From an optimization exercise on the open Yosys and OpenROAD flow, aimed at small area; shortcuts taken in it are not production practice.
In this exercise RTL edits were held to simulation tests only and were not proved equivalent to the original.
Power figures rest on the tool's default switching activity, not on a simulated workload.

## ddCapture
module ddCapture (
	input         clk,           
	input         nReset,        
	input  [9:0]  adc_databus,   
	input         testMode,      
	input         seqLoad,       
	input         adc128_sdat,   
	input         pcm_dout,      
	output [15:0] dataOut,       
	output        adc128_cs_n,
	output        adc128_sclk,
	output        adc128_din,
	output        pcm_bck,
	output        pcm_lrck,
	output        pcm_scki
);
Size: ~190 flip-flops, roughly 38 I/O pins, roughly 7500 sq um of cells after synthesis.
export LEC_CHECK = 0
export CAP_MARGIN = 20
export CORE_MARGIN = 2
export CORE_UTILIZATION = 40
export CTS_BUF_LIST = sky130_fd_sc_hd__clkbuf_8
export CTS_CLUSTER_DIAMETER = 200
export CTS_CLUSTER_SIZE = 40
export SLEW_MARGIN = 20
create_clock -name core_clock -period 25.0 [get_ports {clk}]
run.sh (not shown) runs the stock make flow with config.mk's settings and CLKGATE_MAP_FILE= SYNTH_SCRIPT=/design/flow/synth_recipe.tcl, a recipe that flattens the netlist after the stock synthesis.
Next try:
CTS_BUF_LIST = sky130_fd_sc_hd__clkbuf_16   (was sky130_fd_sc_hd__clkbuf_8)
CTS_CLUSTER_DIAMETER = 300   (was 200)
CTS_CLUSTER_SIZE = 50   (was 40)
Outcome:
- The new run went through all stages and came out clean
- design area grows by a few percent
- global-route usage hardly moves
- register-to-register slack gets better by 0.04 ns
- clock-buffer cell count shrinks by 1
- total power grows by roughly a tenth
- sequential share of layout area shrinks by 1.1 points
Next try:
==> flow/flow/run.sh (new file) <==
#!/bin/bash
# Own layout flow: the standard flow (standard.sh), with two changes to how
# the layout is made:
#  - clock tree: larger sink clusters and no dummy loads (CTS_ARGS)
#  - port buffers: the smallest buffer cell (BUFFER_PORTS_ARGS)
# Everything else (synthesis, floorplan, power grid, taps, placement, routing,
# finish) is the standard flow unchanged. Full tool logs stay under orfs/logs/;
# the make output goes to flow_make.log in the work folder.
set -euo pipefail
export CTS_ARGS="-sink_clustering_enable -repair_clock_nets -dont_use_dummy_load -buf_list sky130_fd_sc_hd__clkbuf_8"
export BUFFER_PORTS_ARGS="-buffer_cell sky130_fd_sc_hd__buf_1"
bash standard.sh > flow_make.log 2>&1
==> flow/standard.sh (new file) <==
#!/bin/bash
# synth_recipe.tcl (not shown) runs the flow's synth.tcl, then flattens the netlist and writes it again
# the make line also repeats each setting of config.mk as NAME=value (left out here)
make -C /OpenROAD-flow-scripts/flow DESIGN_CONFIG=/design/flow/config.mk WORK_HOME=/design/flow/orfs CLKGATE_MAP_FILE= SYNTH_SCRIPT=/design/flow/synth_recipe.tcl "${@:-finish}"
CTS_BUF_LIST = not set   (was sky130_fd_sc_hd__clkbuf_16)
CTS_CLUSTER_DIAMETER = not set   (was 300)
CTS_CLUSTER_SIZE = not set   (was 50)
removed: flow/run.sh
Effect: Fmax rises by 5.8%. Non-clock buffer count does not change. Clock skew goes up by 0.023 ns. Routed wire length stays flat. Cell area came out lower by 6.2%. Core utilization goes down by 2.9 points. Setup slack improved by 0.64 ns. Die area is unchanged.
Next try:
==> flow/run.sh (new file) <==
#!/bin/bash
# synth_recipe.tcl (not shown) runs the flow's synth.tcl, then flattens the netlist and writes it again
# the make line also repeats each setting of config.mk as NAME=value (left out here)
make -C /OpenROAD-flow-scripts/flow DESIGN_CONFIG=/design/flow/config.mk WORK_HOME=/design/flow/orfs CLKGATE_MAP_FILE= SYNTH_SCRIPT=/design/flow/synth_recipe.tcl finish
CTS_BUF_LIST = sky130_fd_sc_hd__clkbuf_8   (was not set)
removed: flow/flow/run.sh
removed: flow/standard.sh
The changed run completed with no timing, DRC or antenna violations.
Combinational power climbs by about 9%.
Global-route usage falls by 0.32 points.
Setup slack is worse by 0.65 ns.

ddCapture, a different RTL version from the one above (not shown whole).
Size: ~700 cells after synthesis, ~190 flip-flops, roughly 38 I/O pins.
clock: 25.0 ns
lec_check: 0
cap_margin: 20
core_margin: 2
core_utilization: 40
slew_margin: 20
Stock flow here: none of the scripts above is used.
Edit:
Settings changed: CORE_UTILIZATION 40 to 70, CTS_BUF_LIST set to sky130_fd_sc_hd__clkbuf_8, CTS_CLUSTER_DIAMETER set to 100, CTS_CLUSTER_SIZE set to 30.
What happened: The new run completed with no timing, DRC or antenna violations. Sequential power hardly moves. Critical path depth stays the same. Power goes down by 13%. Worst setup slack hardly moves. Die area fell by 42%. Design area is lower by 4.2%. Count of clock-buffer cells in the layout is unchanged. Synthesized cell count does not change. Non-clock buffer count decreases by 2. Routed wire length falls by 4.3%.

Another version of the RTL of ddCapture (not shown whole).
For scale: roughly 190 flip-flops, about 38 I/O pins, roughly 6800 µm² of cells after synthesis.
## ddCapture
module ddCapture (
	input         clk,           
	input         nReset,        
	input  [9:0]  adc_databus,   
	input         testMode,      
	input         seqLoad,       
	input         adc128_sdat,   
	input         pcm_dout,      
	output [15:0] dataOut,       
	output        adc128_cs_n,
	output        adc128_sclk,
	output        adc128_din,
	output        pcm_bck,
	output        pcm_lrck,
	output        pcm_scki
);
clock: 25.0 ns
lec_check: 0
cap_margin: 20
core_margin: 2
core_utilization: 60
place_density: 0.8
slew_margin: 20
standard.sh (not shown) runs the stock make flow with config.mk's settings and CLKGATE_MAP_FILE= SYNTH_SCRIPT=/design/flow/synth_recipe.tcl, a recipe that flattens the netlist after the stock synthesis.
==> flow/flow/run.sh <==
#!/bin/bash
# Own layout flow: the standard flow (standard.sh) with three changes to
# how the layout is made; the floorplan, power grid, taps, placement, routing
# and finish are the standard flow's, unchanged.
#  - synthesis: synth_recipe.tcl unchanged, except that the final ABC mapping
#    uses flow/abc_area.script (area-oriented mapping) instead of ORFS's speed
#    script. Registers are mapped by the same steps, so they keep their names
#    and cell types.
#  - clock tree: no dummy loads, clkbuf_8 buffers (CTS_ARGS)
#  - port buffers: the smallest buffer cell (BUFFER_PORTS_ARGS)
# Tool logs stay under orfs/logs/; make's output goes to flow_make.log.
set -euo pipefail
here=$(pwd)
export CTS_ARGS="-sink_clustering_enable -repair_clock_nets -dont_use_dummy_load -buf_list sky130_fd_sc_hd__clkbuf_8"
export BUFFER_PORTS_ARGS="-buffer_cell sky130_fd_sc_hd__buf_1"
{
  echo "proc abc {args} { set i [lsearch -exact \$args -script]; if {\$i >= 0} { lset args [expr {\$i + 1}] $here/flow/abc_area.script }; yosys abc {*}\$args }"
  cat synth_recipe.tcl
} > flow_synth.tcl
grep -q "SYNTH_SCRIPT=$here/synth_recipe.tcl" standard.sh
sed "s#SYNTH_SCRIPT=$here/synth_recipe.tcl#SYNTH_SCRIPT=$here/flow_synth.tcl#" standard.sh > flow_standard.sh
bash flow_standard.sh > flow_make.log 2>&1
==> flow/flow/abc_area.script <==
strash
&get -n
&st
&synch2
&nf
&put
strash
dc2
dch -f
amap
topo
stime -c
Then changed:
==> flow/flow/abc_area.script (replaced) <==
strash
dch -f
map -a
strash
dch -f
map -a
topo
stime -c
CORE_UTILIZATION = 40   (was 60)
PLACE_DENSITY = unset   (was 0.8)
Outcome: The changed run finished clean. First-iteration DRC count is lower by 4.6%. Sequential share of layout area shrinks by 2.5 points. Combinational power came out higher by about 3%. Clock skew grows by 9.1 ps.
Then changed:
==> flow/flow/abc_area.script (replaced) <==
strash
&get -n
&st
&synch2
&nf
&put
strash
dc2
dch -f
amap
topo
stime -c
GPL_TIMING_DRIVEN = 0   (was unset)
After rerunning: Core utilization increases by 0.60 points; worst hold slack loses 10 ps; clock-buffer cell count does not change; routed wire length is lower by 4.6%; sequential power hardly moves; power hardly moves; setup slack got worse by 140 ps; cell area shrinks by 2.2%.
Then changed:
==> flow/flow/abc_area.script (replaced) <==
strash
&get -n
&st
&synch2
&nf
&put
strash
dch -f
amap
topo
stime -c
GPL_TIMING_DRIVEN = unset   (was 0)
Effect: The changed run finished with timing, DRC and antenna clean; worst hold slack gains 5.9 ps; clock skew falls by 3.8 ps; cell area barely changes; power is about the same; die area came out higher by 0.31%; sequential share of layout area hardly moves; wire length grows by 2.8%; worst setup slack got worse by 43 ps.
Then changed:
==> flow/flow/abc_area.script (replaced) <==
strash
&get -n
&st
&synch2
&nf
&put
strash
dch -f
map -a
topo
stime -c
=> The new run went through all stages and came out clean; first-iteration DRC count increases by 24%; final cell count increases by 14%; hold slack gets worse by 17 ps; clock skew grows by 9.7 ps; global-route usage is about the same; fmax falls by 0.48%.
Then changed:
==> flow/flow/abc_area.script (replaced) <==
strash
&get -n
&st
&synch2
&nf
&put
strash
dc2
dch -f
amap -E 0.5
topo
stime -c
What happened: The new run passed the timing, DRC and antenna checks. Power barely changes. Utilization goes up by 0.44 points. Register-to-register slack gets better by 240 ps. Design area shrinks by 2.5%. Via count goes down by 8.4%. Global-route usage is lower by 0.37 points. Clock skew is lower by 5.7 ps. Synthesized cell count falls by 22%.

Starting RTL as in the previous note.
Settings: LEC_CHECK=0, CAP_MARGIN=20, CORE_MARGIN=2, CORE_UTILIZATION=40, SLEW_MARGIN=20; clock period 25.0 ns.
==> flow/flow/run.sh <==
#!/bin/bash
# Own layout flow: the standard flow (standard.sh), with two changes to how
# the layout is made:
#  - clock tree: larger sink clusters and no dummy loads (CTS_ARGS)
#  - port buffers: the smallest buffer cell (BUFFER_PORTS_ARGS)
# Everything else (synthesis, floorplan, power grid, taps, placement, routing,
# finish) is the standard flow unchanged. Full tool logs stay under orfs/logs/;
# the make output goes to flow_make.log in the work folder.
set -euo pipefail
export CTS_ARGS="-sink_clustering_enable -repair_clock_nets -dont_use_dummy_load -buf_list sky130_fd_sc_hd__clkbuf_8"
export BUFFER_PORTS_ARGS="-buffer_cell sky130_fd_sc_hd__buf_1"
bash standard.sh > flow_make.log 2>&1
==> next run, changes <==
==> flow/flow/run.sh (replaced) <==
#!/bin/bash
# Own layout flow: the standard flow (standard.sh) with three changes to
# how the layout is made; the floorplan, power grid, taps, placement, routing
# and finish are the standard flow's, unchanged.
#  - synthesis: synth_recipe.tcl unchanged, except that the final ABC mapping
#    uses flow/abc_area.script (area-oriented mapping) instead of ORFS's speed
#    script. Registers are mapped by the same steps, so they keep their names
#    and cell types.
#  - clock tree: no dummy loads, clkbuf_8 buffers (CTS_ARGS)
#  - port buffers: the smallest buffer cell (BUFFER_PORTS_ARGS)
# Tool logs stay under orfs/logs/; make's output goes to flow_make.log.
set -euo pipefail
here=$(pwd)
export CTS_ARGS="-sink_clustering_enable -repair_clock_nets -dont_use_dummy_load -buf_list sky130_fd_sc_hd__clkbuf_8"
export BUFFER_PORTS_ARGS="-buffer_cell sky130_fd_sc_hd__buf_1"
{
  echo "proc abc {args} { set i [lsearch -exact \$args -script]; if {\$i >= 0} { lset args [expr {\$i + 1}] $here/flow/abc_area.script }; yosys abc {*}\$args }"
  cat synth_recipe.tcl
} > flow_synth.tcl
grep -q "SYNTH_SCRIPT=$here/synth_recipe.tcl" standard.sh
sed "s#SYNTH_SCRIPT=$here/synth_recipe.tcl#SYNTH_SCRIPT=$here/flow_synth.tcl#" standard.sh > flow_standard.sh
bash flow_standard.sh > flow_make.log 2>&1
==> flow/flow/abc_area.script (new file) <==
strash
&get -n
&st
&synch2
&nf
&put
strash
dc2
dch -f
amap
topo
stime -c
After rerunning: Clock power hardly moves; die area decreases by 5.2%; combinational power decreases by about 30%; routed wire length decreases by about 7%; synthesized area decreases by about 5.4%; non-clock buffer count decreases by 3; synthesized cell count increases by about 1.9%; count of clock-buffer cells in the layout is unchanged; setup slack loses 0.12 ns; flip-flop and latch count does not change.
==> next run, changes <==
==> flow/flow/abc_area.script (replaced) <==
strash
&get -n
&st
&synch2
&nf
&put
strash
dc2
dch -f
amap -F 4 -A 4
topo
stime -c
Effect: Die area barely changes; fmax grows slightly; sequential share of layout area is about the same; setup slack improves by 0.089 ns; utilization hardly moves; global-route usage grows by 0.48 points; power grows slightly; clock skew grows by 0.0089 ns; combinational power grows slightly; first-iteration DRC count grows by a little under a tenth; wire length grows slightly.

## afterwards: timing with drivers on the ports
Ports are ideal in the flow. The routed layouts listed here were re-timed in OpenROAD. Step 1: set_driving_cell puts a clkbuf_16 on clk and a buf_2 on each other input, an assumption about the parent block. Step 2 moves the port delays by t, midway between the first and last clock arrival at a register: inputs arrive t later, outputs are due t later. That takes back most of the time a late clock gives input paths. Three values: no drivers, after step 1, after step 2; two values: the first two.
| run | t, ns | setup slack, ns | slew at the worst register clock pin (ns) |
|---|---|---|---|
| the first run of note 1 | 0.499 | 13.353 / 13.328 / 13.328 | 0.11 / 0.11 |
| the second run of note 1 | 0.467 | 13.361 / 13.336 / 13.336 | 0.07 / 0.07 |
| the third run of note 1 | 0.487 | 14.003 / 13.975 / 13.975 | 0.10 / 0.10 |
| the fourth run of note 1 | 0.499 | 13.353 / 13.328 / 13.328 | 0.11 / 0.11 |
| the first run of note 2 | 0.471 | 13.355 / 13.332 / 13.332 | 0.08 / 0.08 |
| the second run of note 2 | 0.497 | 13.354 / 13.327 / 13.327 | 0.10 / 0.10 |
| the first run of note 3 | 0.469 | 13.723 / 13.696 / 13.696 | 0.09 / 0.09 |
| the second run of note 3 | 0.492 | 13.856 / 13.856 / 13.856 | 0.10 / 0.10 |
| the third run of note 3 | 0.482 | 13.712 / 13.685 / 13.685 | 0.10 / 0.10 |
| the fourth run of note 3 | 0.479 | 13.669 / 13.669 / 13.669 | 0.10 / 0.10 |
| the fifth run of note 3 | 0.483 | 13.614 / 13.614 / 13.614 | 0.11 / 0.11 |
| the sixth run of note 3 | 0.478 | 13.792 / 13.770 / 13.770 | 0.10 / 0.10 |
| the first run of note 4 | 0.498 | 13.901 / 13.901 / 13.901 | 0.11 / 0.11 |
| the second run of note 4 | 0.483 | 13.778 / 13.751 / 13.751 | 0.09 / 0.09 |
| the third run of note 4 | 0.489 | 13.867 / 13.843 / 13.843 | 0.11 / 0.11 |
After both steps setup and hold are still met in every run listed. For the third run of note 1, which loses most, drivers alone change the setup slack by -0.028 ns; drivers and shift together by -0.028 ns.
